Background: an optimization exercise with open tools, aiming at small area. Do not read the settings as production practice. Function was checked by simulation only, so behaviour that the tests miss may differ from the original. No driver is modelled on the clock port, so clocking that relies on it looks cheaper here than on a real chip. Power and IR drop assume default switching activity.

==> design/flow/design.v <==
`timescale 1ns / 1ps
module Decoder(input Clk,
               input rst,
               input High,
               input Low,
               output reg [31:0] Out,
               output reg valid,
               input speed
    );
reg [1:0] High_reg;
reg [1:0] Low_reg;
reg decode_h, decode_l;
reg [8:0] high_cnt, low_cnt;
reg [2:0] flg_h, flg_l;
reg m1_h, m0_h, m1_l, m0_l;
reg [31:0] out_r;
reg dis_reg;
reg [5:0] cnt_v;
reg flg;
reg [3:0] cnt_v_h, cnt_v_l;
always @(posedge Clk) begin
  High_reg <= {High_reg[0], High};
  Low_reg  <= {Low_reg[0], Low};
end
wire cv32 = (cnt_v == 6'd32);
wire h_e37 = (high_cnt == 9'd37), h_e38 = (high_cnt == 9'd38), h_e317 = (high_cnt == 9'd317);
wire l_e37 = (low_cnt == 9'd37),  l_e38 = (low_cnt == 9'd38),  l_e317 = (low_cnt == 9'd317);
wire h_f0 = (flg_h == 3'd0), h_f2 = (flg_h == 3'd2), h_f6 = (flg_h == 3'd6);
wire l_f0 = (flg_l == 3'd0), l_f2 = (flg_l == 3'd2), l_f6 = (flg_l == 3'd6);
wire h_hitG = speed ? h_e37 : h_e317;
wire l_hitG = speed ? l_e37 : l_e317;
wire h_hitD = speed ? (h_f0 ? h_e37 : h_e38) : h_e317;
wire l_hitD = speed ? (l_f0 ? l_e37 : l_e38) : l_e317;
wire h_act = decode_h | cv32;
wire l_act = decode_l | cv32;
wire h_inc = (decode_h & h_hitD) | (cv32 & h_hitG);
wire l_inc = (decode_l & l_hitD) | (cv32 & l_hitG);
wire h_clr = cv32 ? (h_hitG & ~h_f2) : (decode_h & h_hitD);
wire l_clr = cv32 ? (l_hitG & ~l_f2) : (decode_l & l_hitD);
wire h_shift = h_inc & ~h_f2;
wire l_shift = l_inc & ~l_f2;
wire h_end = h_act & h_f6;
wire l_end = l_act & l_f6;
wire acc_h = decode_h & h_f6 & m1_h;
wire acc_l = decode_l & l_f6 & m1_l;
wire gap_h = cv32 & h_f6 & m0_h;
wire gap_l = cv32 & l_f6 & m0_l;
wire acc = acc_h | acc_l;
wire both4 = (cnt_v_h == 4'd4) & (cnt_v_l == 4'd4);
always @(posedge Clk) begin
  if (h_shift) begin
    m1_h <= (flg_h[2] | flg_h[1]) ? (m1_h & ~High) : (h_f0 ? High : (m1_h & High));
    m0_h <= ~High & (h_f0 | m0_h);
  end
  if (l_shift) begin
    m1_l <= (flg_l[2] | flg_l[1]) ? (m1_l & ~Low) : (l_f0 ? Low : (m1_l & Low));
    m0_l <= ~Low & (l_f0 | m0_l);
  end
  if (acc & ~rst)
    out_r <= {~acc_l, out_r[31:1]};
  if (valid & ~rst)
    Out <= out_r;
end
always @(posedge Clk) begin
  if (rst) begin
    valid <= 1'b0;
    decode_h <= 1'b0;
    decode_l <= 1'b0;
    high_cnt <= 9'd0;
    low_cnt <= 9'd0;
    flg_h <= 3'd0;
    flg_l <= 3'd0;
    dis_reg <= 1'b0;
    cnt_v <= 6'd0;
    flg <= 1'b0;
    cnt_v_h <= 4'd0;
    cnt_v_l <= 4'd0;
  end else begin
    valid <= flg;
    flg <= ~valid & (flg | both4);
    if (h_end) decode_h <= 1'b0;
    else if (~dis_reg & ~High_reg[1] & High_reg[0]) decode_h <= 1'b1;
    if (l_end) decode_l <= 1'b0;
    else if (~dis_reg & ~Low_reg[1] & Low_reg[0]) decode_l <= 1'b1;
    if (decode_l) dis_reg <= ~l_f6;
    else if (decode_h) dis_reg <= ~h_f6;
    if (h_clr) high_cnt <= 9'd0;
    else if (h_act) high_cnt <= high_cnt + 9'd1;
    if (l_clr) low_cnt <= 9'd0;
    else if (l_act) low_cnt <= low_cnt + 9'd1;
    if (h_end) flg_h <= 3'd0;
    else if (h_inc) flg_h <= flg_h + 3'd1;
    if (l_end) flg_l <= 3'd0;
    else if (l_inc) flg_l <= flg_l + 3'd1;
    if (both4) begin
      cnt_v <= 6'd0;
      cnt_v_h <= 4'd0;
      cnt_v_l <= 4'd0;
    end else begin
      if (acc) cnt_v <= cnt_v + 6'd1;
      if (gap_h) cnt_v_h <= cnt_v_h + 4'd1;
      if (gap_l) cnt_v_l <= cnt_v_l + 4'd1;
    end
  end
end
endmodule
==> design/flow/flow/run.sh <==
#!/bin/bash
# Layout flow: the standard.sh (standard synthesis, standard ORFS steps) with these changes:
#  - after the standard synthesis, the combinational logic is re-mapped for area with ABC
#    (flip-flop instances, their names and cell types are kept exactly as synthesised);
#  - port buffers use the smallest buffer cell;
#  - CTS inserts no dummy loads and uses clkbuf_4 buffers.
# Each tool's output goes to a log file in the work folder.
set -euo pipefail
W=$(pwd)
CTS="-sink_clustering_enable -repair_clock_nets -dont_use_dummy_load -buf_list sky130_fd_sc_hd__clkbuf_4 -sink_clustering_size 20 -sink_clustering_max_diameter 60"
ARGS=("BUFFER_PORTS_ARGS=-buffer_cell sky130_fd_sc_hd__buf_1" "CTS_ARGS=$CTS")
bash standard.sh "${ARGS[@]}" synth > synth.log 2>&1
R=$W/orfs/results/${FLOW_PLATFORM}/Decoder/base
cp $R/1_2_yosys.v $W/standard_netlist.v
REMAP_LIB=$FLOW_HOME/platforms/sky130hd/lib/sky130_fd_sc_hd__tt_025C_1v80.lib \
REMAP_IN=$W/standard_netlist.v REMAP_OUT=$W/remapped.v REMAP_SCRIPTS="$W/flow/a1.abc $W/flow/a2.abc $W/flow/a3.abc" \
REMAP_TOP=$FLOW_TOP REMAP_DONT_USE="sky130_fd_sc_hd__lpflow_* sky130_fd_sc_hd__probe*" \
REMAP_STAT=$W/remap_stat.txt yosys -c $W/flow/remap.tcl > remap.log 2>&1
cp $W/remapped.v $R/1_2_yosys.v
rm -f $R/1_synth.odb
bash standard.sh "${ARGS[@]}" finish > flow.log 2>&1
==> design/flow/flow/a1.abc <==
strash
dch -f
amap
topo
==> design/flow/flow/a2.abc <==
strash
&get -n
&deepsyn -T 90
&put
dch -f
amap
topo
==> design/flow/flow/a3.abc <==
strash
resub -K 8
rewrite -l
refactor -l
resub -K 10 -N 2
dch -f
amap
topo
==> design/flow/flow/remap.tcl <==
# Re-map the combinational logic of the standard synthesis netlist for area.
# Registers (flip-flop cell instances) are kept as they are, with their names and cell types.
# Several ABC scripts are tried; the smallest result is written.
yosys -import
set lib $::env(REMAP_LIB)
set in $::env(REMAP_IN)
set out $::env(REMAP_OUT)
read_liberty -ignore_miss_func $lib
read_verilog $in
hierarchy -top $::env(REMAP_TOP)
set ffs {}
foreach m [split [string trim [exec grep -o {sky130_fd_sc_hd__[a-z0-9_]*} $in | sort -u]] "\n"] {
  if {[regexp {__(e?df|sdf|dl|sedf|dfb|dfr|dfs)} $m]} { lappend ffs $m }
}
puts "keeping: $ffs"
foreach m $ffs { setattr -mod -set keep_hierarchy 1 $m }
flatten
opt_clean -purge
design -save base
set du {}
foreach c $::env(REMAP_DONT_USE) { lappend du -dont_use $c }
set best ""
set bestarea 1e30
foreach script $::env(REMAP_SCRIPTS) {
  design -load base
  if {[catch {abc -liberty $lib -script $script {*}$du} err]} { puts "script $script failed: $err"; continue }
  opt_clean -purge
  tee -q -o $out.stat.tmp stat -liberty $lib
  set fh [open $out.stat.tmp r]; set txt [read $fh]; close $fh
  if {[regexp {Chip area for module '\\\S+': ([0-9.]+)} $txt -> area]} {
    puts "script $script: area $area"
    if {$area < $bestarea} { set bestarea $area; set best $script; design -save bestdes }
  }
}
puts "best script: $best area $bestarea"
design -load bestdes
setundef -zero
splitnets
opt_clean -purge
hilomap -singleton -hicell sky130_fd_sc_hd__conb_1 HI -locell sky130_fd_sc_hd__conb_1 LO
insbuf -buf sky130_fd_sc_hd__buf_4 A X
foreach m $ffs { blackbox $m }
tee -o $::env(REMAP_STAT) stat -liberty $lib
write_verilog -noattr -nohex -nodec -selected $out
==> design/flow/standard.sh <==
#!/bin/bash
# synth_recipe.tcl (not shown) runs the flow's synth.tcl, then flattens the netlist and writes it again
# the make line also repeats each setting of config.mk as NAME=value (left out here)
make -C /OpenROAD-flow-scripts/flow DESIGN_CONFIG=/design/flow/config.mk WORK_HOME=/design/flow/orfs CLKGATE_MAP_FILE= SYNTH_SCRIPT=/design/flow/synth_recipe.tcl "${@:-finish}"
==> design/flow/config.mk <==
export PLATFORM = sky130hd
export DESIGN_NAME = Decoder
export DESIGN_NICKNAME = Decoder
export VERILOG_FILES = /design/flow/design.v
export SDC_FILE = /design/flow/constraint.sdc
export NUM_CORES = 4
export LEC_CHECK = 0
export CAP_MARGIN = 20
export CORE_MARGIN = 2
export CORE_UTILIZATION = 65
export SLEW_MARGIN = 20
==> design/flow/constraint.sdc <==
create_clock -name core_clock -period 10.0 [get_ports {Clk}]
set_input_delay 2.0000 -clock core_clock [delete_from_list [all_inputs] [get_ports {Clk}]]
set_output_delay 2.0000 -clock core_clock [all_outputs]
set_load 0.01 [all_outputs]
==> results of run 1 <==
[metal layers]
metal | part of all wire, % | up-vias
met2 | 49 | 67
li1 | - | 1299
met4 | 1.6 | 0
met5 | 0 | -
met1 | 44 | 1166
met3 | 5.2 | 12
[cell usage in the layout, fill, tap and decap left out, types with 3 or more instances in the layout]
master    count
o21ai_0      15
buf_1        37
nor4_1        4
clkinv_1     27
and2_0        5
a21oi_1       5
a211oi_1     15
edfxtp_1     68
nand2_1      24
nor2_1       69
and3_1        5
nor2b_1       3
or2_0         3
dfxtp_1      47
clkbuf_4     17
nor3_1       17
buf_4         3
nand3_1       6
[final cells by class]
type,instances,area (µm²),area share [%]
flip-flops and latches,115,2980,67.3
multi-input cells,191,963,21.7
repair buffers,40,161,3.64
clock buffers,17,128,2.88
inverters,27,101,2.29
well taps,75,93.8,2.12
[report_power, final]
group / internal, mW / total (mW) / switching [mW]
registers: 0.499 / 0.501 / 0.00231
clock network: 0.0775 / 0.208 / 0.131
logic: 0.00459 / 0.0142 / 0.00961
[final timing paths]
| path | start | end | cells after the start | slack (ns) |
|---|---|---|---|---|
| worst max-delay path | speed | high_cnt[1]$_SDFFE_PP0P_ | 7 | 6.68 |
| worst max register to register | cnt_v[3]$_SDFFE_PP0P_ | high_cnt[8]$_SDFFE_PP0P_ | 14 | 7.49 |
| worst min register to register | High_reg[0]$_DFF_P_ | High_reg[1]$_DFF_P_ | 0 | 0.34 |
| worst min-delay path | High_reg[0]$_DFF_P_ | High_reg[1]$_DFF_P_ | 0 | 0.34 |
[metrics by stage]
stage | power (mW) | hold slack [ns]
2_1_floorplan | 0.521 | 0.331
3_3_place_gp | 0.526 | 0.335
3_5_place_dp | 0.526 | 0.344
4_1_cts | 0.731 | 0.338
5_1_grt | 0.751 | 0.347
6_report | 0.724 | 0.341
==> flow_summary.json, run 1 <==
{
  "outcome": "finished clean",
  "top_usage_layer": "met2",
  "fill_cells": 442,
  "power_density_nw_per_um2": 163,
  "finalMaxSlewViolations": 0,
  "yosysWarnings": 1,
  "netlist_area_um2": 4040,
  "instances_no_fill": 465,
  "wirelength_um": 6150,
  "avgSynthCellArea_um2": 12.1,
  "gr-usage-met1_pct": 22.2,
  "htreeDepth": 4,
  "dr.pass1.iters": 4,
  "cts_tree": "built",
  "setup_viol": 0,
  "grt_max_degree": 33,
  "worstSetupEndpointType": "flip-flop",
  "synth_cells": 333,
  "numCtsBuffers": 17,
  "vdd_drop_max_mv": 0.0804,
  "grt_pass1_vias": 2478,
  "place_area_um2": 4300,
  "dp.cells": 448,
  "wire_per_inst_um": 13.2,
  "holdBufCountCts": 0,
  "relSlewSlack_pct": 49.8,
  "synth_nets": 338,
  "core_um2": 5960,
  "required_ns": 10.33,
  "cp-start-kind": "primary input",
  "drive_gt1_share_pct": 5.64,
  "post_cts_buffers": 0,
  "die_area_um2": 6860,
  "viasPerCell": 5.47,
  "clkTransAtPathRegs_ns": 0.08,
  "worst_slack_ns": 6.68,
  "globalRouteMet3Util_pct": 6.66,
  "cts_buffer_depth": 2,
  "worst_pin_slew_ns": 0.754,
  "critical_path.max_fanout": 9,
  "drt_iter0_markers": 151,
  "die-width_um": 82.9,
  "routabilityCongestion": 0.791,
  "slowest_stage": "o21ai_1",
  "die_h_um": 82.9,
  "hold_viol_final": 0,
  "areaGrowthSynthToFinish_pct": 9.63,
  "p_leak_nw": 1.40,
  "rows": 28,
  "place.port_buffers": 37,
  "grt_overflow": 0,
  "initial_utilization_pct": 67.9,
  "antenna_found_initial": 0,
  "largestRegisters": "Out x32, out_r x32",
  "ios": 38,
  "crit_buf_inv": 2,
  "critPathTopFamily": "simple AND/OR/NAND/NOR gates",
  "fmax_mhz": 301,
  "hp-class": "flip-flop to flip-flop",
  "arrival_ns": 3.66,
  "fin_crit_sh_pct": 33.2,
  "root_buffer": "clkbuf_4",
  "fin_crit_ns": 3.32,
  "dpl.hpwl_um": 4310,
  "slowest_delay_ns": 0.57,
  "postLayoutCoreUtil_pct": 74.4,
  "final_nets": 397,
  "ant_nets": 0,
  "antenna_cells": 0,
  "route.detailed.drc": 0,
  "setup_tns_ns": 0,
  "drv_cap": 0,
  "final_cell_area_um2": 4430,
  "rsz0062_at_grt": "no",
  "via_count": 2544,
  "grt_use_total_pct": 19.5,
  "cts_sinks": 115,
  "post-place-ws_ns": 5.89,
  "path_cells": "buf_1 -> clkinv_1 -> nor4_1 -> and3_1 -> o21ai_0 -> o21ai_1 -> nor3_1",
  "clk_latency_ns": 0.50,
  "setup.worst_path.class": "primary input to flip-flop",
  "post_cts_resized": 0,
  "grt_use_met2_pct": 32.9,
  "grt_pass1_wl_um": 10500,
  "fin_skew_ns": 0.0367
}
==> inputs of run 2 (changes only) <==
--- a/design/flow/flow/run.sh
+++ b/design/flow/flow/run.sh
@@ -14,5 +14,5 @@
 cp $R/1_2_yosys.v $W/standard_netlist.v
 REMAP_LIB=$FLOW_HOME/platforms/sky130hd/lib/sky130_fd_sc_hd__tt_025C_1v80.lib \
-REMAP_IN=$W/standard_netlist.v REMAP_OUT=$W/remapped.v REMAP_SCRIPTS="$W/flow/a1.abc $W/flow/a2.abc $W/flow/a3.abc" \
+REMAP_IN=$W/standard_netlist.v REMAP_OUT=$W/remapped.v REMAP_SCRIPTS="$W/flow/a1.abc $W/flow/a2.abc $W/flow/a3.abc $W/flow/a4.abc" \
 REMAP_TOP=$FLOW_TOP REMAP_DONT_USE="sky130_fd_sc_hd__lpflow_* sky130_fd_sc_hd__probe*" \
 REMAP_STAT=$W/remap_stat.txt yosys -c $W/flow/remap.tcl > remap.log 2>&1
==> design/flow/flow/a4.abc (new file) <==
strash
&get -n
&deepsyn -T 90
&put
dc2
dch -f
amap
topo
--- a/design/flow/flow/remap.tcl
+++ b/design/flow/flow/remap.tcl
@@ -28,5 +28,6 @@
   tee -q -o $out.stat.tmp stat -liberty $lib
   set fh [open $out.stat.tmp r]; set txt [read $fh]; close $fh
-  if {[regexp {Chip area for module '\\\S+': ([0-9.]+)} $txt -> area]} {
+  set top $::env(REMAP_TOP)
+  if {[regexp "Chip area for module '\\\\$top': (\[0-9.\]+)" $txt -> area]} {
     puts "script $script: area $area"
     if {$area < $bestarea} { set bestarea $area; set best $script; design -save bestdes }
==> run 2 against run 1 <==
  * Die area fell by 1.5%
  * Sequential power barely moved
  * Core utilization fell by 0.70 points
  * Synthesized area fell by 1.6%
  * Critical endpoint is now high_cnt[0]$_SDFFE_PP0P_
  * Largest power group unchanged
==> flow_summary.json, run 2 <==
{
  "outcome": "finished clean",
  "post_cts_buffers": 0,
  "arrival_ns": 3.67,
  "die-width_um": 82.2,
  "numCtsBuffers": 17,
  "finalMaxSlewViolations": 0,
  "die_h_um": 82.2,
  "worstSetupEndpointType": "flip-flop",
  "fin_crit_sh_pct": 33.5,
  "min-delay-start": "Low_reg[0]$_DFF_P_",
  "final_common_cell": "edfxtp_1",
  "fin_crit_ns": 3.35,
  "hold_viol_final": 0,
  "wire_per_inst_um": 13.5,
  "holdBufCountCts": 0,
  "postLayoutCoreUtil_pct": 73.7,
  "dp.cells": 429,
  "drt_iter0_markers": 170,
  "route.detailed.drc": 0,
  "clk_latency_ns": 0.49,
  "cp-start-kind": "primary input",
  "worst_pin_slew_ns": 0.990,
  "vdd_drop_max_mv": 0.0927,
  "place_area_um2": 4230,
  "dpl.hpwl_um": 4150,
  "relSlewSlack_pct": 33.3,
  "dr.pass1.iters": 4,
  "root_buffer": "clkbuf_4",
  "final_cell_mix": "edfxtp_1 (68), nor2_1 (63), dfxtp_1 (47)",
  "p_total_uw": 721,
  "yosysWarnings": 1,
  "multiInputGateArea_um2": 913,
  "drv_cap": 0,
  "fmax_mhz": 298,
  "whs_ns": 0.355,
  "via_count": 2446,
  "grt_use_total_pct": 20.3,
  "ant_nets": 0,
  "routabilityCongestion": 0.828,
  "grt_max_degree": 33,
  "htreeDepth": 4,
  "power_density_nw_per_um2": 165,
  "place.port_buffers": 37,
  "final_nets": 379,
  "ff2ff_setup_slack_ns": 7.60,
  "netlist_area_um2": 3980,
  "cts_sinks": 115,
  "synth_cells": 315,
  "cts_tree": "built",
  "grt_pass1_vias": 2249,
  "grt_pass1_wl_um": 9960,
  "antenna_cells": 0,
  "avgSynthCellArea_um2": 12.6,
  "post-place-ws_ns": 6.14,
  "wirelength_um": 6020,
  "r2r-start": "cnt_v[3]$_SDFFE_PP0P_",
  "hp-class": "flip-flop to flip-flop",
  "p_leak_nw": 1.37,
  "reg2reg_depth": 13,
  "rsz0062_at_grt": "no",
  "rr_endpoint": "low_cnt[8]$_SDFFE_PP0P_",
  "worst_slack_ns": 6.65,
  "rows": 28,
  "fin_skew_ns": 0.0442,
  "die_area_um2": 6760,
  "cts_buffer_depth": 2,
  "regArea_um2": 2980,
  "critical_path.max_fanout": 9,
  "synth_nets": 320,
  "areaGrowthSynthToFinish_pct": 9.69,
  "setup.worst_path.class": "primary input to flip-flop",
  "clkTransAtPathRegs_ns": 0.08,
  "instances_no_fill": 447,
  "initial_utilization_pct": 67.2,
  "antenna_found_initial": 0,
  "holdPathEnd": "Low_reg[1]$_DFF_P_",
  "viasPerCell": 5.47,
  "setup_tns_ns": 0,
  "hold-path-cell-count": 0,
  "required_ns": 10.32,
  "setup_viol": 0,
  "post_cts_resized": 0,
  "final_cell_area_um2": 4360,
  "fill_cells": 386,
  "grt_overflow": 0,
  "core_um2": 5920,
  "ios": 38,
  "drive_gt1_share_pct": 5.91,
  "largestRegisters": "Out x32, out_r x32"
}
## run 2: final cells by class
type                            instances  area share, %
Multi-Input combinational cell        177           20.9
Sequential cell                       115           68.4
Inverter                               23           1.98
Tap cell                               75           2.15
Clock buffer                           17           2.93
Timing Repair Buffer                   40           3.64
## run 2: worst max-delay path, cell delays in order
cell and delay [ns]:
buf_1 0.11, clkinv_1 0.14, nor3_1 0.19, nand2_1 0.09, nor2_1 0.09, o21ai_0 0.10, o21ai_0 0.79, nor3_1 0.15
## run 2: power breakdown
part / switching, mW / internal [mW]
Combinational: 0.00833 / 0.00454
Clock: 0.130 / 0.0775
Sequential: 0.00227 / 0.499
Total: 0.140 / 0.581
## run 2: metal layers
metal	global-route usage, %	up-vias	routed length, µm
met5	0	-	0
met4	9.83	0	144
met3	7.17	18	356
met2	30.2	79	2720
met1	26.4	1099	2800
li1	-	1250	-
## run 2: worst max path at each step
stage,start,to,slack [ns]
3_3_place_gp,speed,high_cnt[0]$_SDFFE_PP0P_,6.27
6_report,speed,high_cnt[0]$_SDFFE_PP0P_,6.65
3_5_place_dp,speed,high_cnt[0]$_SDFFE_PP0P_,6.14
2_1_floorplan,rst,Out[0]$_DFFE_PP_,6.12
5_1_grt,speed,high_cnt[0]$_SDFFE_PP0P_,6.33
4_1_cts,speed,high_cnt[0]$_SDFFE_PP0P_,6.66
==> inputs of run 3 (changes only) <==
--- a/design/flow/design.v
+++ b/design/flow/design.v
@@ -26,6 +26,6 @@
 wire h_e37 = (high_cnt == 9'd37), h_e38 = (high_cnt == 9'd38), h_e317 = (high_cnt == 9'd317);
 wire l_e37 = (low_cnt == 9'd37),  l_e38 = (low_cnt == 9'd38),  l_e317 = (low_cnt == 9'd317);
-wire h_f0 = (flg_h == 3'd0), h_f2 = (flg_h == 3'd2), h_f6 = (flg_h == 3'd6);
-wire l_f0 = (flg_l == 3'd0), l_f2 = (flg_l == 3'd2), l_f6 = (flg_l == 3'd6);
+wire h_f0 = (flg_h == 3'd0), h_f2 = (flg_h == 3'd2), h_f6 = flg_h[2] & flg_h[1];
+wire l_f0 = (flg_l == 3'd0), l_f2 = (flg_l == 3'd2), l_f6 = flg_l[2] & flg_l[1];
 wire h_hitG = speed ? h_e37 : h_e317;
 wire l_hitG = speed ? l_e37 : l_e317;
==> design/flow/flow/run.sh (replaced) <==
#!/bin/bash
# Layout flow: the standard.sh (standard synthesis, standard ORFS steps) with these changes:
#  - after the standard synthesis, the combinational logic is re-mapped for area with ABC
#    (flip-flop instances, their names and cell types are kept exactly as synthesised);
#  - port buffers use the smallest buffer cell;
#  - CTS inserts no dummy loads and uses clkbuf_4 buffers; afterwards, leaf clock buffers
#    whose flip-flop clock pins keep a low slew are swapped to clkbuf_2 (flow/post_cts.tcl).
# Each tool's output goes to a log file in the work folder.
set -euo pipefail
W=$(pwd)
CTS="-sink_clustering_enable -repair_clock_nets -dont_use_dummy_load -buf_list sky130_fd_sc_hd__clkbuf_4 -sink_clustering_size 20 -sink_clustering_max_diameter 60"
ARGS=("BUFFER_PORTS_ARGS=-buffer_cell sky130_fd_sc_hd__buf_1" "CTS_ARGS=$CTS" "POST_CTS_TCL=$W/flow/post_cts.tcl")
bash standard.sh "${ARGS[@]}" synth > synth.log 2>&1
R=$W/orfs/results/${FLOW_PLATFORM}/Decoder/base
cp $R/1_2_yosys.v $W/standard_netlist.v
REMAP_LIB=$FLOW_HOME/platforms/sky130hd/lib/sky130_fd_sc_hd__tt_025C_1v80.lib \
REMAP_IN=$W/standard_netlist.v REMAP_OUT=$W/remapped.v REMAP_SCRIPTS="$W/flow/a1.abc $W/flow/a2.abc $W/flow/a3.abc $W/flow/a4.abc $W/flow/a5.abc" \
REMAP_TOP=$FLOW_TOP REMAP_DONT_USE="sky130_fd_sc_hd__lpflow_* sky130_fd_sc_hd__probe*" \
REMAP_STAT=$W/remap_stat.txt yosys -c $W/flow/remap.tcl > remap.log 2>&1
cp $W/remapped.v $R/1_2_yosys.v
rm -f $R/1_synth.odb
bash standard.sh "${ARGS[@]}" finish > flow.log 2>&1
==> design/flow/flow/a5.abc (new file) <==
strash
&get -n
&deepsyn -T 60 -S 2
&put
dch -f
amap
topo
==> design/flow/flow/downsize.tcl (new file) <==
# Downsize clock-tree leaf buffers to a smaller clock buffer where the flip-flop
# clock pins they drive keep a slew below a threshold (estimated parasitics).
proc clk_sink_slew {inst} {
  set w 0
  set net [[$inst findITerm X] getNet]
  foreach it [$net getITerms] {
    if {[$it isInputSignal]} {
      set p [get_pins [[$it getInst] getName]/[[$it getMTerm] getName]]
      set s [get_property $p slew_max]
      if {$s > $w} { set w $s }
    }
  }
  return $w
}
proc downsize_clock_leaves {small thr} {
  set db [ord::get_db]
  set sm [$db findMaster $small]
  set n 0
  foreach inst [[ord::get_db_block] getInsts] {
    set m [$inst getMaster]
    if {![string match "sky130_fd_sc_hd__clkbuf_*" [$m getName]]} continue
    if {[$m getName] eq $small} continue
    set net [[$inst findITerm X] getNet]
    if {$net eq "NULL"} continue
    set leaf 1
    foreach it [$net getITerms] {
      if {[$it isInputSignal] && [string match "*clkbuf*" [[[$it getInst] getMaster] getName]]} { set leaf 0 }
    }
    if {!$leaf} continue
    $inst swapMaster $sm
    estimate_parasitics -placement
    set s [clk_sink_slew $inst]
    if {$s > $thr} {
      $inst swapMaster $m
      estimate_parasitics -placement
    } else { incr n }
  }
  puts "downsized $n clock leaf buffers to $small"
}
==> design/flow/flow/post_cts.tcl (new file) <==
# ORFS POST_CTS_TCL hook: use clkbuf_2 for clock-tree leaf buffers whose
# flip-flop clock pins stay below 105 ps slew (placement parasitics).
source [file join [file dirname [info script]] downsize.tcl]
estimate_parasitics -placement
downsize_clock_leaves sky130_fd_sc_hd__clkbuf_2 0.105
detailed_placement
check_placement -verbose
--- a/design/flow/config.mk
+++ b/design/flow/config.mk
@@ -8,4 +8,4 @@
 export CAP_MARGIN = 20
 export CORE_MARGIN = 2
-export CORE_UTILIZATION = 65
+export CORE_UTILIZATION = 75
 export SLEW_MARGIN = 20
==> run 3 against run 2 <==
  * Sequential share of layout area rose by 0.97 points
  * First-iteration DRC count rose by 28%
  * Maximum frequency fell by 10%
  * Largest cell class unchanged
  * Critical path type is now flip-flop to flip-flop
  * Still clean on timing, DRC and antenna
==> flow_summary.json, run 3 <==
{
  "outcome": "finished clean",
  "worst_slack_ns": 6.28,
  "avgSynthCellArea_um2": 12.6,
  "ant_nets": 0,
  "arrival_ns": 4.04,
  "r2r-start": "cnt_v[5]$_SDFFE_PP0N_",
  "hp-class": "flip-flop to flip-flop",
  "via_count": 2504,
  "grt_pass1_vias": 2278,
  "wire_per_inst_um": 14.7,
  "grt_pass1_wl_um": 10600,
  "clkTransAtPathRegs_ns": 0.10,
  "fin_crit_sh_pct": 37.2,
  "die-width_um": 76.5,
  "fmax_mhz": 269,
  "p_total_uw": 712,
  "post-place-ws_ns": 6.24,
  "vdd_drop_max_mv": 0.101,
  "critical_path.max_fanout": 9,
  "final_nets": 375,
  "areaGrowthSynthToFinish_pct": 9.18,
  "rows": 26,
  "antenna_cells": 0,
  "setup_tns_ns": 0,
  "grt_max_degree": 33,
  "die_area_um2": 5850,
  "largestRegisters": "Out x32, out_r x32",
  "grt_use_total_pct": 24.1,
  "cts_sinks": 115,
  "core_um2": 5070,
  "fill_cells": 274,
  "routabilityCongestion": 0.841,
  "synth_nets": 317,
  "crit_start": "cnt_v[5]$_SDFFE_PP0N_",
  "die_h_um": 76.5,
  "ios": 38,
  "initial_utilization_pct": 77.6,
  "rsz0062_at_grt": "no",
  "cts_tree": "built",
  "antenna_found_initial": 0,
  "worst_pin_slew_ns": 0.739,
  "slowest_delay_ns": 0.52,
  "setup_viol": 0,
  "yosysWarnings": 1,
  "synth_cells": 312,
  "drv_cap": 0,
  "required_ns": 10.32,
  "fin_skew_ns": 0.0449,
  "place.port_buffers": 37,
  "setup.worst_path.class": "flip-flop to flip-flop",
  "grt_overflow": 0,
  "power_density_nw_per_um2": 165,
  "route.detailed.drc": 0,
  "fin_crit_ns": 3.72,
  "drive_gt1_share_pct": 5.71,
  "relSlewSlack_pct": 50.8,
  "p_leak_nw": 1.15,
  "final_cell_mix": "edfxtp_1 (68), nor2_1 (58), dfxtp_1 (47)",
  "clk_latency_ns": 0.48,
  "finalMaxSlewViolations": 0,
  "cp-start-kind": "flip-flop",
  "worstSetupEndpointType": "flip-flop",
  "slowest_stage": "or4_1",
  "wirelength_um": 6430,
  "netlist_area_um2": 3940,
  "viasPerCell": 5.72,
  "dpl.hpwl_um": 4460,
  "path_cells": "clkinv_1 -> or4_1 -> nor3_1 -> clkinv_1 -> nand2_1 -> nand2_1 -> a311oi_1 -> a31oi_1 -> nor4_1 -> o31a_1 -> a221o_1 -> nor3_1",
  "dr.pass1.iters": 5,
  "min-delay-start": "High_reg[0]$_DFF_P_",
  "final_common_cell": "edfxtp_1",
  "drt_iter0_markers": 217,
  "hold_viol_final": 0
}
==> run 3: area by class of cell <==
| type | count | area, µm² | area share (%) |
|---|---|---|---|
| timing repair buffer | 39 | 154 | 3.58 |
| clock buffer | 17 | 115 | 2.68 |
| inverter | 28 | 105 | 2.44 |
| sequential | 115 | 2980 | 69.3 |
| multi-input combinational | 169 | 857 | 19.9 |
| tap | 70 | 87.6 | 2.04 |
==> run 3: where the power goes <==
part / internal, mW / total [mW] / switching [mW]
clock: 0.0680 / 0.198 / 0.129
combinational: 0.00428 / 0.0135 / 0.00917
sequential: 0.499 / 0.501 / 0.00191
==> run 3: metrics by stage <==
step,utilization (%),hold WS (ns),cell area (µm²),instances
3_5_place_dp,82.5,0.336,4190,421
6_report,84.8,0.347,4300,438
3_3_place_gp,82.5,0.335,4190,421
2_1_floorplan,-,0.331,3940,312
5_1_grt,84.8,0.356,4300,438
==> run 3: critical path, delay by kind of cell, from the launching register on <==
| kind | cells | cell delay (ns) |
|---|---|---|
| and+or+nand+nor | 6 | 1.85 |
| DFF | 1 | 0.35 |
| buffers and inverters | 2 | 0.39 |
| AOI/OAI and AO/OA | 4 | 0.98 |
==> run 3: worst paths after layout <==
kind / cells past startpoint / slack, ns / endpoint
worst max-delay path: 12 / 6.28 / low_cnt[2]$_SDFFE_PP0P_
worst min-delay path: 0 / 0.35 / High_reg[1]$_DFF_P_
worst max register to register: 12 / 6.28 / low_cnt[2]$_SDFFE_PP0P_
worst min register to register: 0 / 0.35 / High_reg[1]$_DFF_P_
==> run 3: routing by layer <==
| layer | global-route usage [%] | vias to the layer above | wire length, µm |
|---|---|---|---|
| li1 | - | 1224 | - |
| met1 | 32.1 | 1156 | 2900 |
| met2 | 36.5 | 113 | 3060 |
| met3 | 7.23 | 11 | 390 |
| met4 | 12.2 | 0 | 76 |
| met5 | 0 | - | 0 |
==> inputs of run 4 (changes only) <==
--- a/design/flow/config.mk
+++ b/design/flow/config.mk
@@ -8,4 +8,4 @@
 export CAP_MARGIN = 20
 export CORE_MARGIN = 2
-export CORE_UTILIZATION = 75
+export CORE_UTILIZATION = 65
 export SLEW_MARGIN = 20
==> run 4 against run 3 <==
  * Critical path type unchanged
  * Clock power is essentially flat
  * Highest routed layer unchanged
  * Synthesized cell count is the same
  * Core utilization shrank 12 points
  * Flip-flop and latch count is the same
==> flow_summary.json, run 4 <==
{
  "required_ns": 10.32,
  "fin_crit_sh_pct": 35.6,
  "reg2reg_depth": 12,
  "finalMaxSlewViolations": 0,
  "grt_max_degree": 33,
  "hp-class": "flip-flop to flip-flop",
  "clkTransAtPathRegs_ns": 0.10,
  "hold_viol_final": 0,
  "yosysWarnings": 1,
  "power_density_nw_per_um2": 165,
  "setup.worst_path.class": "flip-flop to flip-flop",
  "core_um2": 5890,
  "setup_viol": 0,
  "dp.cells": 426,
  "ff2ff_setup_slack_ns": 6.44,
  "synth_cells": 312,
  "grt_pass1_vias": 2152,
  "rsz0062_at_grt": "no",
  "avgSynthCellArea_um2": 12.6,
  "final_nets": 375,
  "cp-start-kind": "flip-flop",
  "final_common_cell": "edfxtp_1",
  "cts_tree": "built",
  "routabilityCongestion": 0.813,
  "arrival_ns": 3.89,
  "drt_iter0_markers": 181,
  "drive_gt1_share_pct": 5.71,
  "viasPerCell": 5.45,
  "die_h_um": 81.9,
  "final_cell_mix": "edfxtp_1 (68), nor2_1 (58), dfxtp_1 (47)",
  "cts_sinks": 115,
  "wire_per_inst_um": 14.0,
  "vdd_drop_max_mv": 0.0901,
  "ant_nets": 0,
  "relSlewSlack_pct": 49.3,
  "via_count": 2413,
  "worstSetupEndpointType": "flip-flop",
  "crit_end": "low_cnt[7]$_SDFFE_PP0P_",
  "route.detailed.drc": 0,
  "grt_use_total_pct": 20.9,
  "instances_no_fill": 443,
  "dpl.hpwl_um": 4370,
  "dr.pass1.iters": 4,
  "netlist_area_um2": 3940,
  "wirelength_um": 6200,
  "synth_nets": 317,
  "worst_pin_slew_ns": 0.760,
  "clk_latency_ns": 0.48,
  "ios": 38,
  "rr_endpoint": "low_cnt[7]$_SDFFE_PP0P_",
  "fin_skew_ns": 0.0395,
  "areaGrowthSynthToFinish_pct": 9.34,
  "setup_tns_ns": 0,
  "place.port_buffers": 37,
  "antenna_cells": 0,
  "largestRegisters": "Out x32, out_r x32",
  "drv_cap": 0,
  "critical_path.max_fanout": 9,
  "fill_cells": 405,
  "die_area_um2": 6700,
  "r2r-start": "cnt_v[5]$_SDFFE_PP0N_",
  "antenna_found_initial": 0,
  "outcome": "finished clean",
  "p_leak_nw": 1.15,
  "crit_start": "cnt_v[5]$_SDFFE_PP0N_",
  "initial_utilization_pct": 66.9,
  "grt_pass1_wl_um": 9980,
  "fmax_mhz": 281,
  "rows": 28,
  "fin_crit_ns": 3.56,
  "grt_overflow": 0,
  "die-width_um": 81.9
}
## run 4: cell counts in the layout (fill, tap and decap cells not counted)
Identical to the previous run, type by type.
## run 4: where the power goes
group / internal, mW / switching [mW] / leakage, nW
Combinational: 0.00429 / 0.00857 / 0.300
Clock: 0.0679 / 0.130 / 0.0760
Sequential: 0.499 / 0.00178 / 0.773
Total: 0.571 / 0.140 / 1.15
## run 4: per-layer routing
| layer | track usage, % | routed length, µm |
|---|---|---|
| met1 | 27.5 | 2800 |
| met2 | 31.0 | 2920 |
| met3 | 8.57 | 406 |
| met4 | 8.83 | 76 |
| met5 | 0 | 0 |
## run 4: cell type report
cell class	instances	area, µm²	area share, %
flip-flops and latches	115	2980	69.2
multi-input cells	169	857	19.9
repair buffers	39	154	3.57
clock buffers	17	115	2.67
inverters	28	105	2.44
well taps	75	93.8	2.18
## run 4: worst max-delay path, stage by stage (launching register included)
cell	delay (ns)
dfxtp_1	0.35
clkinv_1	0.07
or4_1	0.52
nor3_1	0.40
clkinv_1	0.30
nand2_1	0.15
nand2_1	0.11
a311oi_1	0.22
a31oi_1	0.06
nor4_1	0.49
o31a_1	0.30
a221o_1	0.35
nor3_1	0.11
## run 4: how the worst min path moves through the flow
stage	start	endpoint	slack (ns)	cells after the start
floorplan	High_reg[0]$_DFF_P_	High_reg[1]$_DFF_P_	0.33	0
global placement	Low_reg[0]$_DFF_P_	Low_reg[1]$_DFF_P_	0.34	0
detailed placement	High_reg[0]$_DFF_P_	High_reg[1]$_DFF_P_	0.34	0
global route	Low_reg[0]$_DFF_P_	Low_reg[1]$_DFF_P_	0.37	0
finish	Low_reg[0]$_DFF_P_	Low_reg[1]$_DFF_P_	0.35	0
## run 4: through the flow
stage	power, mW	util (%)	setup WS, ns	hold WS (ns)	area (µm²)
final	0.711	73.2	6.44	0.351	4310
after global routing	0.740	73.2	5.89	0.367	4310
after detailed placement	0.524	71.2	6.28	0.345	4190
after global placement	0.524	71.2	6.33	0.337	4190
after floorplan	0.520	-	6.12	0.331	3940
==> inputs of run 5 (changes only) <==
--- a/design/flow/flow/run.sh
+++ b/design/flow/flow/run.sh
@@ -15,5 +15,5 @@
 cp $R/1_2_yosys.v $W/standard_netlist.v
 REMAP_LIB=$FLOW_HOME/platforms/sky130hd/lib/sky130_fd_sc_hd__tt_025C_1v80.lib \
-REMAP_IN=$W/standard_netlist.v REMAP_OUT=$W/remapped.v REMAP_SCRIPTS="$W/flow/a1.abc $W/flow/a2.abc $W/flow/a3.abc $W/flow/a4.abc $W/flow/a5.abc" \
+REMAP_IN=$W/standard_netlist.v REMAP_OUT=$W/remapped.v REMAP_SCRIPTS="$W/flow/a1.abc $W/flow/a2.abc $W/flow/a3.abc $W/flow/a4.abc $W/flow/a5.abc $W/flow/a6.abc $W/flow/a7.abc $W/flow/a8.abc" \
 REMAP_TOP=$FLOW_TOP REMAP_DONT_USE="sky130_fd_sc_hd__lpflow_* sky130_fd_sc_hd__probe*" \
 REMAP_STAT=$W/remap_stat.txt yosys -c $W/flow/remap.tcl > remap.log 2>&1
==> design/flow/flow/a6.abc (new file) <==
strash
&get -n
&deepsyn -T 60 -S 3
&put
dch -f
amap
topo
==> design/flow/flow/a7.abc (new file) <==
strash
&get -n
&deepsyn -T 60 -S 4
&put
dch -f
amap
topo
==> design/flow/flow/a8.abc (new file) <==
strash
&get -n
&deepsyn -T 60 -S 5
&put
dch -f
amap
topo
--- a/design/flow/config.mk
+++ b/design/flow/config.mk
@@ -8,4 +8,4 @@
 export CAP_MARGIN = 20
 export CORE_MARGIN = 2
-export CORE_UTILIZATION = 65
+export CORE_UTILIZATION = 75
 export SLEW_MARGIN = 20
==> run 5 against run 4 <==
  * Still clean on timing, DRC and antenna
  * Clock power hardly changed
  * Die area is 13% lower
  * Count of clock-buffer cells in the layout stayed put
  * Combinational power is about 10% lower
  * First-iteration DRC count is 13% lower
  * Critical path depth is 3 lower
  * Flip-flop and latch count stayed put
  * Clock skew is 0.011 ns higher
  * Cell area is 0.46% lower
  * Sequential share of layout area is 0.32 points higher
  * Cell count is 3.6% lower
  * Critical path type is now primary input to flip-flop
  * Largest cell class unchanged
==> flow_summary.json, run 5 <==
{
  "outcome": "finished clean",
  "route.detailed.drc": 0,
  "final_nets": 364,
  "antenna_cells": 0,
  "wire_per_inst_um": 14.6,
  "via_count": 2447,
  "die-width_um": 76.3,
  "fin_crit_sh_pct": 40.4,
  "grt_max_degree": 33,
  "fill_cells": 285,
  "setup.worst_path.class": "primary input to flip-flop",
  "p_leak_nw": 1.15,
  "place.port_buffers": 37,
  "initial_utilization_pct": 77.2,
  "hp-class": "flip-flop to flip-flop",
  "drt_iter0_markers": 158,
  "slowest_delay_ns": 0.67,
  "ant_nets": 0,
  "fmax_mhz": 248,
  "cts_tree": "built",
  "relSlewSlack_pct": 43.3,
  "regArea_um2": 2980,
  "critPathTopFamily": "compound AO/OA/AOI/OAI gates",
  "final_common_cell": "edfxtp_1",
  "setup_viol": 0,
  "power_density_nw_per_um2": 166,
  "routabilityCongestion": 0.793,
  "fin_skew_ns": 0.0510,
  "yosysWarnings": 1,
  "place_area_um2": 4170,
  "cp-start-kind": "primary input",
  "final_cell_area_um2": 4290,
  "grt_pass1_wl_um": 10600,
  "grt_overflow": 0,
  "rsz0062_at_grt": "no",
  "drive_gt1_share_pct": 6.16,
  "slowest_stage": "o221ai_1",
  "viasPerCell": 5.73,
  "clk_latency_ns": 0.50,
  "antenna_found_initial": 0,
  "vdd_drop_max_mv": 0.136,
  "wirelength_um": 6250,
  "worstSetupEndpointType": "flip-flop",
  "grt_use_total_pct": 24.0,
  "hold_viol_final": 0,
  "netlist_area_um2": 3920,
  "synth_cells": 300,
  "critical_path.max_fanout": 9,
  "die_area_um2": 5820,
  "avgSynthCellArea_um2": 13.1,
  "fin_crit_ns": 4.04,
  "synth_nets": 305,
  "final_cell_mix": "edfxtp_1 (68), nor2_1 (54), dfxtp_1 (47)",
  "path_cells": "buf_1 -> clkinv_1 -> nor4_1 -> a41oi_1 -> nor4b_1 -> a31oi_1 -> a311o_1 -> o221ai_1 -> nor3_1",
  "areaGrowthSynthToFinish_pct": 9.42,
  "crit_buf_inv": 2,
  "rows": 26,
  "ios": 38,
  "drv_cap": 0,
  "largestRegisters": "Out x32, out_r x32",
  "grt_pass1_vias": 2311,
  "core_um2": 5070,
  "dpl.hpwl_um": 4300,
  "dr.pass1.iters": 4,
  "die_h_um": 76.3,
  "clkTransAtPathRegs_ns": 0.10,
  "arrival_ns": 4.36,
  "required_ns": 10.32,
  "cts_sinks": 115,
  "worst_pin_slew_ns": 0.851,
  "finalMaxSlewViolations": 0,
  "multiInputGateArea_um2": 858,
  "setup_tns_ns": 0
}
[run 5: worst paths after layout]
kind	start	to	slack [ns]	cells after the start
worst max-delay path	speed	high_cnt[3]$_SDFFE_PP0P_	5.96	9
worst min-delay path	High_reg[0]$_DFF_P_	High_reg[1]$_DFF_P_	0.33	0
worst max register to register	cnt_v[5]$_SDFFE_PP0N_	low_cnt[8]$_SDFFE_PP0P_	7.21	14
worst min register to register	High_reg[0]$_DFF_P_	High_reg[1]$_DFF_P_	0.33	0
[run 5: final cells by class]
cell class / instances / share of cell area, %
inverter: 22 / 1.93
clock buffer: 17 / 2.68
sequential: 115 / 69.6
tap: 70 / 2.04
multi-input combinational: 163 / 20.0
timing repair buffer: 40 / 3.76
[run 5: power by group]
| part | leakage, nW | switching (mW) | internal, mW |
|---|---|---|---|
| logic | 0.304 | 0.00783 | 0.00380 |
| clock network | 0.0760 | 0.131 | 0.0679 |
| registers | 0.773 | 0.00193 | 0.498 |
[run 5: worst register-to-register path, stage by stage (launching register included)]
cell and delay [ns]:
dfxtp_1 0.35, clkinv_1 0.08, or4_1 0.52, nor3_1 0.14
buf_4 0.19, nor2_1 0.08, nor2_1 0.20, nand2_1 0.13
clkinv_1 0.07, and3_1 0.18, nand2_1 0.10, nor2_1 0.21
and3_1 0.24, nor2_1 0.06, a211oi_1 0.15
[run 5: through the flow]
step | hold slack (ns) | std cells | power, mW | util (%) | setup slack, ns
after floorplan | 0.331 | 300 | 0.519 | - | 6.12
after global placement | 0.334 | 410 | 0.522 | 82.2 | 5.90
after detailed placement | 0.348 | 410 | 0.523 | 82.2 | 5.55
after global routing | 0.330 | 427 | 0.736 | 84.5 | 5.78
final | 0.329 | 427 | 0.710 | 84.5 | 5.96
[run 5: routing by layer]
layer | wire length (µm) | track usage (%) | up-vias | share of wire (%)
met5 | 0 | 0 | - | 0
met4 | 104 | 10.2 | 0 | 1.7
met3 | 305 | 8.77 | 10 | 4.9
met2 | 3070 | 37.1 | 65 | 49
met1 | 2770 | 31.0 | 1154 | 44
li1 | - | - | 1218 | -
==> inputs of run 6 (changes only) <==
--- a/design/flow/config.mk
+++ b/design/flow/config.mk
@@ -6,6 +6,6 @@
 export NUM_CORES = 4
 export LEC_CHECK = 0
-export CAP_MARGIN = 20
+export CAP_MARGIN = 0
 export CORE_MARGIN = 2
-export CORE_UTILIZATION = 75
-export SLEW_MARGIN = 20
+export CORE_UTILIZATION = 65
+export SLEW_MARGIN = 0
==> run 6 against run 5 <==
  * Non-clock buffer count is the same
  * Global-route usage shrank 2.3 points
  * Routed wire length grew 0.99%
  * Cell count grew 1.2%
  * Total power grew 0.36%
  * Count of clock-buffer cells in the layout is the same
  * Clock power is essentially flat
  * Cell area grew 0.15%
  * Still clean
  * Largest power group unchanged
  * Sequential power is essentially flat
  * Clock skew shrank 0.0014 ns
==> flow_summary.json, run 6 <==
{
  "outcome": "finished clean",
  "combinationalPowerShare_pct": 1.6,
  "dr.pass1.iters": 4,
  "switching_share_pct": 20.0,
  "wire_per_inst_um": 14.6,
  "yosysWarnings": 1,
  "antenna_cells": 0,
  "setup.worst_path.class": "primary input to flip-flop",
  "worstSetupEndpointType": "flip-flop",
  "fin_crit_ns": 3.92,
  "final_nets": 364,
  "cts_tree": "built",
  "synth_nets": 305,
  "viasPerCell": 5.59,
  "p_sw_uw": 143,
  "ios": 38,
  "path_cells": "buf_1 -> clkinv_1 -> nor4_1 -> a41oi_1 -> nor4b_1 -> a31oi_1 -> a311o_1 -> o221ai_1 -> nor3_1",
  "wirelength_um": 6310,
  "vdd_drop_max_mv": 0.0895,
  "clk_latency_ns": 0.49,
  "setup_viol": 0,
  "largestRegisters": "Out x32, out_r x32",
  "finalMaxSlewViolations": 0,
  "die_h_um": 81.6,
  "postLayoutCoreUtil_pct": 73.0,
  "grt_max_degree": 33,
  "ff2ff_setup_slack_ns": 7.16,
  "crit_buf_inv": 2,
  "critical_path.max_fanout": 9,
  "fmax_mhz": 255,
  "dpl.hpwl_um": 4390,
  "reg2reg_depth": 14,
  "final_common_cell": "edfxtp_1",
  "cp-start-kind": "primary input",
  "final_cell_mix": "edfxtp_1 (68), nor2_1 (54), dfxtp_1 (47)",
  "grt_overflow": 0,
  "slowest_delay_ns": 0.57,
  "slowest_stage": "o221ai_1",
  "grt_pass1_vias": 2199,
  "ant_nets": 0,
  "worst_pin_slew_ns": 0.730,
  "clkTransAtPathRegs_ns": 0.09,
  "routabilityCongestion": 0.818,
  "fin_crit_sh_pct": 39.2,
  "r2r-start": "cnt_v[5]$_SDFFE_PP0N_",
  "whs_ns": 0.345,
  "hold_viol_final": 0,
  "holdPathEnd": "Low_reg[1]$_DFF_P_",
  "fin_skew_ns": 0.0496,
  "initial_utilization_pct": 66.6,
  "areaGrowthSynthToFinish_pct": 9.58,
  "p_int_uw": 570,
  "seq_power_share_pct": 70.2,
  "rsz0062_at_grt": "no",
  "via_count": 2413,
  "required_ns": 10.30,
  "arrival_ns": 4.22,
  "drv_cap": 0,
  "avgSynthCellArea_um2": 13.1,
  "drive_gt1_share_pct": 6.16,
  "drt_iter0_markers": 160,
  "crit_cells": 9,
  "die-width_um": 81.6,
  "setup_tns_ns": 0,
  "rr_endpoint": "high_cnt[8]$_SDFFE_PP0P_",
  "min-delay-start": "Low_reg[0]$_DFF_P_",
  "place.port_buffers": 37,
  "grt_use_total_pct": 21.7,
  "power_density_nw_per_um2": 166,
  "post-place-ws_ns": 5.64,
  "critPathTopFamily": "compound AO/OA/AOI/OAI gates",
  "grt_pass1_wl_um": 10300,
  "hp-class": "flip-flop to flip-flop",
  "hold-path-cell-count": 0,
  "rows": 28,
  "clock_power_share_pct": 28.2,
  "route.detailed.drc": 0,
  "relSlewSlack_pct": 51.3,
  "netlist_area_um2": 3920,
  "p_leak_nw": 1.15,
  "fill_cells": 398,
  "die_area_um2": 6670,
  "cts_sinks": 115,
  "antenna_found_initial": 0,
  "synth_cells": 300,
  "core_um2": 5890,
  "worst_slack_ns": 6.08
}
[run 6: worst max path at each step]
stage               start                        to  slack (ns)
global route        speed  high_cnt[1]$_SDFFE_PP0P_        5.89
detailed placement  speed  high_cnt[1]$_SDFFE_PP0P_        5.64
global placement    speed  high_cnt[7]$_SDFFE_PP0P_        5.88
finish              speed  high_cnt[1]$_SDFFE_PP0P_        6.08
floorplan             rst          Out[0]$_DFFE_PP_        6.12
[run 6: final cells by class]
class	count	area, µm²	area share, %
Sequential cell	115	2980	69.5
Multi-Input combinational cell	163	858	20.0
Timing Repair Buffer	40	161	3.76
Clock buffer	17	115	2.68
Tap cell	75	93.8	2.19
Inverter	22	82.6	1.92
[run 6: stage by stage]
stage	total power [mW]	cell area (µm²)	cells
floorplan	0.519	3920	300
global placement	0.522	4180	415
detailed placement	0.523	4180	415
global route	0.735	4290	432
finish	0.713	4290	432
[run 6: power groups by stage]
stage               clock network, mW  logic [mW]  registers, mW
floorplan                           0     0.00786          0.511
global placement                    0      0.0108          0.511
detailed placement                  0      0.0113          0.511
global route                    0.222      0.0129          0.501
finish                          0.201      0.0113          0.500
[run 6: routing by layer]
| layer | GRT usage (%) | wire length (µm) | part of all wire [%] | vias to the layer above |
|---|---|---|---|---|
| met4 | 11.3 | 136 | 2.2 | 0 |
| li1 | - | - | - | 1215 |
| met2 | 32.3 | 2890 | 46 | 77 |
| met3 | 7.03 | 405 | 6.4 | 17 |
| met1 | 28.6 | 2880 | 46 | 1104 |
| met5 | 0 | 0 | 0 | - |
[run 6: worst register-to-register path, stage by stage (launching register included)]
cell	delay, ns
dfxtp_1	0.35
clkinv_1	0.08
or4_1	0.52
nor3_1	0.14
buf_4	0.20
nor2_1	0.09
nor2_1	0.19
nand2_1	0.15
clkinv_1	0.09
and3_1	0.19
nand2_1	0.10
nor2_1	0.21
and3_1	0.24
nor2_1	0.05
a211oi_1	0.17
==> inputs of run 7 (changes only) <==
--- a/design/flow/config.mk
+++ b/design/flow/config.mk
@@ -9,3 +9,4 @@
 export CORE_MARGIN = 2
 export CORE_UTILIZATION = 65
+export GPL_TIMING_DRIVEN = 0
 export SLEW_MARGIN = 0
==> run 7 against run 6 <==
  * Synthesized cell count unchanged
  * Cell area is 0.17% lower
  * Core utilization is 0.13 points lower
  * Register-to-register slack got worse by 0.56 ns
  * Total power barely moved
  * Synthesized area did not move
  * Clock skew down 0.0058 ns
  * Non-clock buffer count fell by 3
  * First-iteration DRC count is 29% lower
  * Sequential power about the same
  * Sequential share of layout area is 0.12 points higher
  * Flip-flop and latch count unchanged
  * Largest power group unchanged
==> flow_summary.json, run 7 <==
{
  "fin_crit_sh_pct": 38.9,
  "route.detailed.drc": 0,
  "worst_pin_slew_ns": 1.09,
  "outcome": "finished clean",
  "ant_nets": 0,
  "synth_nets": 305,
  "fin_skew_ns": 0.0439,
  "place.port_buffers": 37,
  "rows": 28,
  "grt_overflow": 0,
  "viasPerCell": 5.55,
  "setup_tns_ns": 0,
  "cp-start-kind": "primary input",
  "via_count": 2381,
  "final_cell_mix": "edfxtp_1 (68), nor2_1 (54), dfxtp_1 (47)",
  "wirelength_um": 5990,
  "dr.pass1.iters": 4,
  "rr_endpoint": "high_cnt[8]$_SDFFE_PP0P_",
  "final_common_cell": "edfxtp_1",
  "grt_use_total_pct": 20.7,
  "cts_tree": "built",
  "netlist_area_um2": 3920,
  "rsz0062_at_grt": "no",
  "ff2ff_setup_slack_ns": 6.60,
  "areaGrowthSynthToFinish_pct": 9.39,
  "hold_viol_final": 0,
  "ios": 38,
  "worstSetupEndpointType": "flip-flop",
  "largestRegisters": "Out x32, out_r x32",
  "power_density_nw_per_um2": 166,
  "reg2reg_depth": 13,
  "fmax_mhz": 257,
  "hold-path-cell-count": 0,
  "hp-class": "flip-flop to flip-flop",
  "clk_latency_ns": 0.48,
  "drive_gt1_share_pct": 5.37,
  "avgSynthCellArea_um2": 13.1,
  "arrival_ns": 4.21,
  "holdPathEnd": "Low_reg[1]$_DFF_P_",
  "min-delay-start": "Low_reg[0]$_DFF_P_",
  "grt_max_degree": 33,
  "initial_utilization_pct": 66.6,
  "finalMaxSlewViolations": 0,
  "drv_cap": 0,
  "drt_iter0_markers": 113,
  "r2r-start": "cnt_v[5]$_SDFFE_PP0N_",
  "core_um2": 5890,
  "clkTransAtPathRegs_ns": 0.07,
  "postLayoutCoreUtil_pct": 72.8,
  "relSlewSlack_pct": 27.0,
  "setup_viol": 0,
  "whs_ns": 0.348,
  "dpl.hpwl_um": 4100,
  "antenna_cells": 0,
  "vdd_drop_max_mv": 0.101,
  "die_area_um2": 6670,
  "cts_sinks": 115,
  "grt_pass1_wl_um": 10000,
  "wire_per_inst_um": 14.0,
  "fin_crit_ns": 3.89,
  "yosysWarnings": 1,
  "routabilityCongestion": 0.776,
  "final_nets": 361,
  "setup.worst_path.class": "primary input to flip-flop",
  "p_leak_nw": 1.14,
  "die-width_um": 81.6,
  "antenna_found_initial": 0,
  "critical_path.max_fanout": 9,
  "die_h_um": 81.6,
  "required_ns": 10.32,
  "synth_cells": 300,
  "grt_pass1_vias": 2230
}
[run 7: cell type report]
cell class	count	area [µm²]
multi-input cells	163	868
repair buffers	37	139
inverters	22	82.6
well taps	75	93.8
fillers	409	1600
flip-flops and latches	115	2980
clock buffers	17	120
[run 7: how the worst max path moves through the flow]
stage	startpoint	end	slack (ns)	depth (start not counted)
floorplan	rst	Out[0]$_DFFE_PP_	6.12	1
global placement	rst	out_r[0]$_DFFE_PP_	5.38	2
detailed placement	speed	high_cnt[3]$_SDFFE_PP0P_	5.69	9
global route	speed	high_cnt[7]$_SDFFE_PP0P_	5.91	9
finish	speed	high_cnt[7]$_SDFFE_PP0P_	6.11	9
[run 7: power breakdown]
group | switching, mW | total, mW | internal [mW]
logic | 0.00752 | 0.0113 | 0.00380
registers | 0.00191 | 0.500 | 0.498
clock network | 0.130 | 0.201 | 0.0718
[run 7: per-layer routing]
metal	wire length [µm]	GRT usage (%)
met1	2820	27.4
met2	2710	30.5
met3	369	7.69
met4	99	9.67
met5	0	0
[run 7: critical path: stages]
cell      delay, ns
buf_1          0.13
clkinv_1       0.14
nor4_1         0.29
a41oi_1        0.09
nor4b_1        0.41
a31oi_1        0.08
a311o_1        0.33
o221ai_1       0.61
nor3_1         0.13
[run 7: stage by stage]
step / worst slack (ns) / cells / power [mW] / area (µm²)
after floorplan: 6.12 / 300 / 0.519 / 3920
after global placement: 5.38 / 412 / 0.522 / 4150
after detailed placement: 5.69 / 412 / 0.523 / 4170
after global routing: 5.91 / 429 / 0.740 / 4290
final: 6.11 / 429 / 0.713 / 4290
==> inputs of run 8 (changes only) <==
==> design/flow/flow/post_cts.tcl (replaced) <==
# ORFS POST_CTS_TCL hook: use clkbuf_2 for clock-tree leaf buffers whose
# flip-flop clock pins stay below 112 ps slew (placement parasitics).
source [file join [file dirname [info script]] downsize.tcl]
estimate_parasitics -placement
downsize_clock_leaves sky130_fd_sc_hd__clkbuf_2 0.112
detailed_placement
check_placement -verbose
==> run 8 against run 7 <==
  * First-iteration DRC count unchanged
  * Cell count did not move
  * Count of clock-buffer cells in the layout is the same
  * Via count did not move
  * Non-clock buffer count is the same
  * Total power down 0.52%
  * Sequential power is essentially flat
  * Critical path depth is the same
  * Global-route usage unchanged
  * Clock power hardly changed
  * Sequential share of layout area increased by 0.081 points
  * Cell area is 0.12% lower
==> flow_summary.json, run 8 <==
{
  "required_ns": 10.30,
  "core_um2": 5890,
  "ios": 38,
  "switching_share_pct": 19.6,
  "antenna_found_initial": 0,
  "fin_crit_sh_pct": 38.9,
  "clk_latency_ns": 0.48,
  "fin_skew_ns": 0.0439,
  "critical_path.max_fanout": 9,
  "power_density_nw_per_um2": 166,
  "viasPerCell": 5.55,
  "critPathTopFamily": "compound AO/OA/AOI/OAI gates",
  "slowest_delay_ns": 0.61,
  "hp-class": "flip-flop to flip-flop",
  "grt_pass1_wl_um": 10000,
  "worst_pin_slew_ns": 1.09,
  "cts_sinks": 115,
  "post-place-ws_ns": 5.69,
  "place.port_buffers": 37,
  "final_nets": 361,
  "setup_viol": 0,
  "grt_use_total_pct": 20.7,
  "arrival_ns": 4.19,
  "avgSynthCellArea_um2": 13.1,
  "setup_tns_ns": 0,
  "largestRegisters": "Out x32, out_r x32",
  "via_count": 2381,
  "fmax_mhz": 257,
  "die-width_um": 81.6,
  "final_cell_area_um2": 4280,
  "clock_power_share_pct": 27.9,
  "dpl.hpwl_um": 4100,
  "finalMaxSlewViolations": 0,
  "hold_viol_final": 0,
  "areaGrowthSynthToFinish_pct": 9.26,
  "cts_tree": "built",
  "drv_cap": 0,
  "rsz0062_at_grt": "no",
  "die_area_um2": 6670,
  "cp-start-kind": "primary input",
  "routabilityCongestion": 0.776,
  "crit_buf_inv": 2,
  "dp.cells": 412,
  "drt_iter0_markers": 113,
  "worstSetupEndpointType": "flip-flop",
  "synth_nets": 305,
  "dr.pass1.iters": 4,
  "antenna_cells": 0,
  "netlist_area_um2": 3920,
  "outcome": "finished clean",
  "synth_cells": 300,
  "fill_cells": 411,
  "p_total_uw": 709,
  "ant_nets": 0,
  "place_area_um2": 4170,
  "route.detailed.drc": 0,
  "die_h_um": 81.6,
  "p_int_uw": 570,
  "worst_slack_ns": 6.11,
  "initial_utilization_pct": 66.6,
  "wirelength_um": 5990,
  "p_sw_uw": 139,
  "instances_no_fill": 429,
  "wire_per_inst_um": 14.0,
  "vdd_drop_max_mv": 0.101,
  "final_cell_mix": "edfxtp_1 (68), nor2_1 (54), dfxtp_1 (47)",
  "setup.worst_path.class": "primary input to flip-flop",
  "grt_overflow": 0,
  "seq_power_share_pct": 70.5,
  "relSlewSlack_pct": 27.0,
  "grt_max_degree": 33,
  "combinationalPowerShare_pct": 1.6,
  "path_cells": "buf_1 -> clkinv_1 -> nor4_1 -> a41oi_1 -> nor4b_1 -> a31oi_1 -> a311o_1 -> o221ai_1 -> a211oi_1",
  "clkTransAtPathRegs_ns": 0.10,
  "yosysWarnings": 1,
  "final_common_cell": "edfxtp_1",
  "rows": 28,
  "p_leak_nw": 1.14,
  "fin_crit_ns": 3.89,
  "grt_pass1_vias": 2230,
  "slowest_stage": "o221ai_1",
  "drive_gt1_share_pct": 5.37
}
[run 8: changes by cell type in the layout (fill, tap and decap cells not counted)]
| cell | delta |
|---|---|
| clkbuf_2 | +2 |
| clkbuf_4 | -2 |
[run 8: final cells by class]
type	count	area, µm²	share of cell area [%]
sequential	115	2980	69.7
multi-input combinational	163	868	20.3
timing repair buffer	37	139	3.24
clock buffer	17	115	2.69
tap	75	93.8	2.19
inverter	22	82.6	1.93
[run 8: metal layers]
layer / vias to the layer above / GRT usage (%) / part of all wire (%)
met2: 63 / 30.5 / 45
met4: 0 / 9.67 / 1.7
met3: 12 / 7.69 / 6.2
li1: 1215 / - / -
met1: 1091 / 27.4 / 47
met5: - / 0 / 0
[run 8: stage by stage]
stage | hold WS [ns] | util [%]
global route | 0.369 | 72.7
global placement | 0.335 | 70.5
finish | 0.350 | 72.7
floorplan | 0.331 | -
detailed placement | 0.341 | 70.8
[run 8: worst paths after layout]
check | depth (start not counted) | to | startpoint | slack (ns)
min reg2reg | 0 | Low_reg[1]$_DFF_P_ | Low_reg[0]$_DFF_P_ | 0.35
max | 9 | high_cnt[0]$_SDFFE_PP0P_ | speed | 6.11
min | 0 | Low_reg[1]$_DFF_P_ | Low_reg[0]$_DFF_P_ | 0.35
max reg2reg | 13 | high_cnt[8]$_SDFFE_PP0P_ | cnt_v[5]$_SDFFE_PP0N_ | 6.60
[run 8: power groups by stage]
stage | sequential [mW] | clock, mW | combinational [mW]
final | 0.500 | 0.198 | 0.0113
after detailed placement | 0.511 | 0 | 0.0114
after floorplan | 0.511 | 0 | 0.00786
after global routing | 0.501 | 0.222 | 0.0130
after global placement | 0.511 | 0 | 0.0107
==> inputs of run 9 (changes only) <==
--- a/design/flow/design.v
+++ b/design/flow/design.v
@@ -19,9 +19,12 @@
 reg flg;
 reg [3:0] cnt_v_h, cnt_v_l;
+function [5:0] nx6(input [5:0] s);
+  nx6 = {s[4:0], s[5] ^ s[4] ^ (s[4:0] == 5'd0)};
+endfunction
 always @(posedge Clk) begin
   High_reg <= {High_reg[0], High};
   Low_reg  <= {Low_reg[0], Low};
 end
-wire cv32 = (cnt_v == 6'd32);
+wire cv32 = (cnt_v == 6'b100100);
 wire h_e37 = (high_cnt == 9'd37), h_e38 = (high_cnt == 9'd38), h_e317 = (high_cnt == 9'd317);
 wire l_e37 = (low_cnt == 9'd37),  l_e38 = (low_cnt == 9'd38),  l_e317 = (low_cnt == 9'd317);
@@ -98,5 +101,5 @@
       cnt_v_l <= 4'd0;
     end else begin
-      if (acc) cnt_v <= cnt_v + 6'd1;
+      if (acc) cnt_v <= nx6(cnt_v);
       if (gap_h) cnt_v_h <= cnt_v_h + 4'd1;
       if (gap_l) cnt_v_l <= cnt_v_l + 4'd1;
==> design/flow/flow/post_cts.tcl (replaced) <==
# ORFS POST_CTS_TCL hook: use clkbuf_2 for clock-tree leaf buffers whose
# flip-flop clock pins stay below 105 ps slew (placement parasitics).
source [file join [file dirname [info script]] downsize.tcl]
estimate_parasitics -placement
downsize_clock_leaves sky130_fd_sc_hd__clkbuf_2 0.105
detailed_placement
check_placement -verbose
--- a/design/flow/config.mk
+++ b/design/flow/config.mk
@@ -6,7 +6,6 @@
 export NUM_CORES = 4
 export LEC_CHECK = 0
-export CAP_MARGIN = 0
+export CAP_MARGIN = 20
 export CORE_MARGIN = 2
 export CORE_UTILIZATION = 65
-export GPL_TIMING_DRIVEN = 0
-export SLEW_MARGIN = 0
+export SLEW_MARGIN = 20
==> run 9 against run 8 <==
  * Clock power about the same
  * Clock skew is 0.0063 ns higher
  * Hold slack improved by 0.011 ns
  * Sequential power about the same
  * Maximum frequency is 12% higher
  * Count of clock-buffer cells in the layout is the same
  * Flip-flop and latch count is the same
  * Core utilization is 0.30 points higher
  * First-iteration DRC count up 32%
  * Combinational power increased by 12%
  * Cell area grew 0.41%
  * Global-route usage increased by 0.90 points
  * Critical path type is now flip-flop to flip-flop
==> flow_summary.json, run 9 <==
{
  "grt_max_degree": 27,
  "drt_iter0_markers": 149,
  "hold_viol_final": 0,
  "drv_cap": 0,
  "power_density_nw_per_um2": 166,
  "final_cell_mix": "edfxtp_1 (68), nor2_1 (58), dfxtp_1 (47)",
  "drive_gt1_share_pct": 5.75,
  "crit_end": "high_cnt[3]$_SDFFE_PP0P_",
  "fin_crit_ns": 3.46,
  "setup_viol": 0,
  "place.port_buffers": 37,
  "required_ns": 10.36,
  "netlist_area_um2": 3930,
  "die_area_um2": 6680,
  "avgSynthCellArea_um2": 12.7,
  "dpl.hpwl_um": 4420,
  "via_count": 2390,
  "antenna_found_initial": 0,
  "cts_sinks": 115,
  "rsz0062_at_grt": "no",
  "cp-start-kind": "flip-flop",
  "die_h_um": 81.7,
  "setup.worst_path.class": "flip-flop to flip-flop",
  "wirelength_um": 6230,
  "synth_nets": 314,
  "yosysWarnings": 1,
  "antenna_cells": 0,
  "worst_pin_slew_ns": 0.772,
  "post-place-ws_ns": 6.05,
  "route.detailed.drc": 0,
  "vdd_drop_max_mv": 0.0986,
  "die-width_um": 81.7,
  "areaGrowthSynthToFinish_pct": 9.43,
  "r2r-start": "cnt_v[0]$_SDFFE_PP0N_",
  "finalMaxSlewViolations": 0,
  "clk_latency_ns": 0.49,
  "grt_use_total_pct": 21.6,
  "ios": 38,
  "largestRegisters": "Out x32, out_r x32",
  "whs_ns": 0.361,
  "fill_cells": 404,
  "grt_pass1_wl_um": 10200,
  "final_nets": 372,
  "grt_overflow": 0,
  "fmax_mhz": 289,
  "outcome": "finished clean",
  "wire_per_inst_um": 14.2,
  "fin_crit_sh_pct": 34.6,
  "worstSetupEndpointType": "flip-flop",
  "core_um2": 5890,
  "relSlewSlack_pct": 48.2,
  "rr_endpoint": "high_cnt[3]$_SDFFE_PP0P_",
  "p_leak_nw": 1.39,
  "dr.pass1.iters": 4,
  "grt_pass1_vias": 2128,
  "initial_utilization_pct": 66.8,
  "synth_cells": 309,
  "critical_path.max_fanout": 9,
  "arrival_ns": 3.82,
  "ant_nets": 0,
  "setup_tns_ns": 0,
  "routabilityCongestion": 0.842,
  "cts_tree": "built",
  "clkTransAtPathRegs_ns": 0.09,
  "worst_slack_ns": 6.54,
  "hp-class": "flip-flop to flip-flop",
  "reg2reg_depth": 14,
  "viasPerCell": 5.43,
  "final_common_cell": "edfxtp_1",
  "rows": 28,
  "fin_skew_ns": 0.0502
}
run 9: cell types whose count changed in the layout (fill, tap and decap cells not counted), sizes merged, moves of 3 or more:
cell / before / now
a211oi: 16 / 11
nor3: 20 / 15
nand2: 17 / 13
o22ai: 0 / 6
o21ai: 7 / 16
nor2: 54 / 59
nor4: 4 / 1
clkinv: 22 / 30
run 9: layout make-up:
class	instances	area, µm²	share of cell area, %
tap	75	93.8	2.18
multi-input combinational	164	838	19.5
inverter	30	113	2.62
clock buffer	17	118	2.74
timing repair buffer	39	154	3.58
sequential	115	2980	69.4
run 9: worst min path at each step:
stage | from | endpoint | slack (ns) | cells past startpoint
3_3_place_gp | High_reg[0]$_DFF_P_ | High_reg[1]$_DFF_P_ | 0.34 | 0
2_1_floorplan | High_reg[0]$_DFF_P_ | High_reg[1]$_DFF_P_ | 0.33 | 0
6_report | High_reg[0]$_DFF_P_ | High_reg[1]$_DFF_P_ | 0.36 | 0
3_5_place_dp | Low_reg[0]$_DFF_P_ | Low_reg[1]$_DFF_P_ | 0.34 | 0
5_1_grt | High_reg[0]$_DFF_P_ | High_reg[1]$_DFF_P_ | 0.36 | 0
run 9: through the flow:
step	util, %	total power [mW]	instance area [µm²]	std cells
after floorplan	-	0.520	3930	309
after global routing	73.0	0.744	4300	440
after global placement	71.0	0.524	4180	423
final	73.0	0.713	4300	440
after detailed placement	71.0	0.524	4180	423
run 9: power breakdown:
part	switching, mW	internal (mW)
Sequential	0.00234	0.499
Combinational	0.00838	0.00425
Clock	0.130	0.0698
run 9: worst max-delay path, stage by stage, from the launching register on:
cell and delay [ns]:
dfxtp_1 0.33, clkinv_1 0.11, nand3_1 0.12, o21ai_0 0.13, nor3_1 0.66, nor2_1 0.17
nor2_1 0.18, clkinv_1 0.13, a211oi_1 0.20, a41oi_1 0.07, nor3_1 0.25, clkinv_1 0.18
a31oi_1 0.30, a221o_1 0.40, a211oi_1 0.10
run 9: layer usage:
layer,share of wire [%],up-vias,routed length [µm],global-route usage (%)
met5,0,-,0,0
met4,1.5,0,93,10.3
met3,5.2,9,325,8.24
met2,48,62,2990,31.5
met1,45,1095,2820,28.5
li1,-,1224,-,-
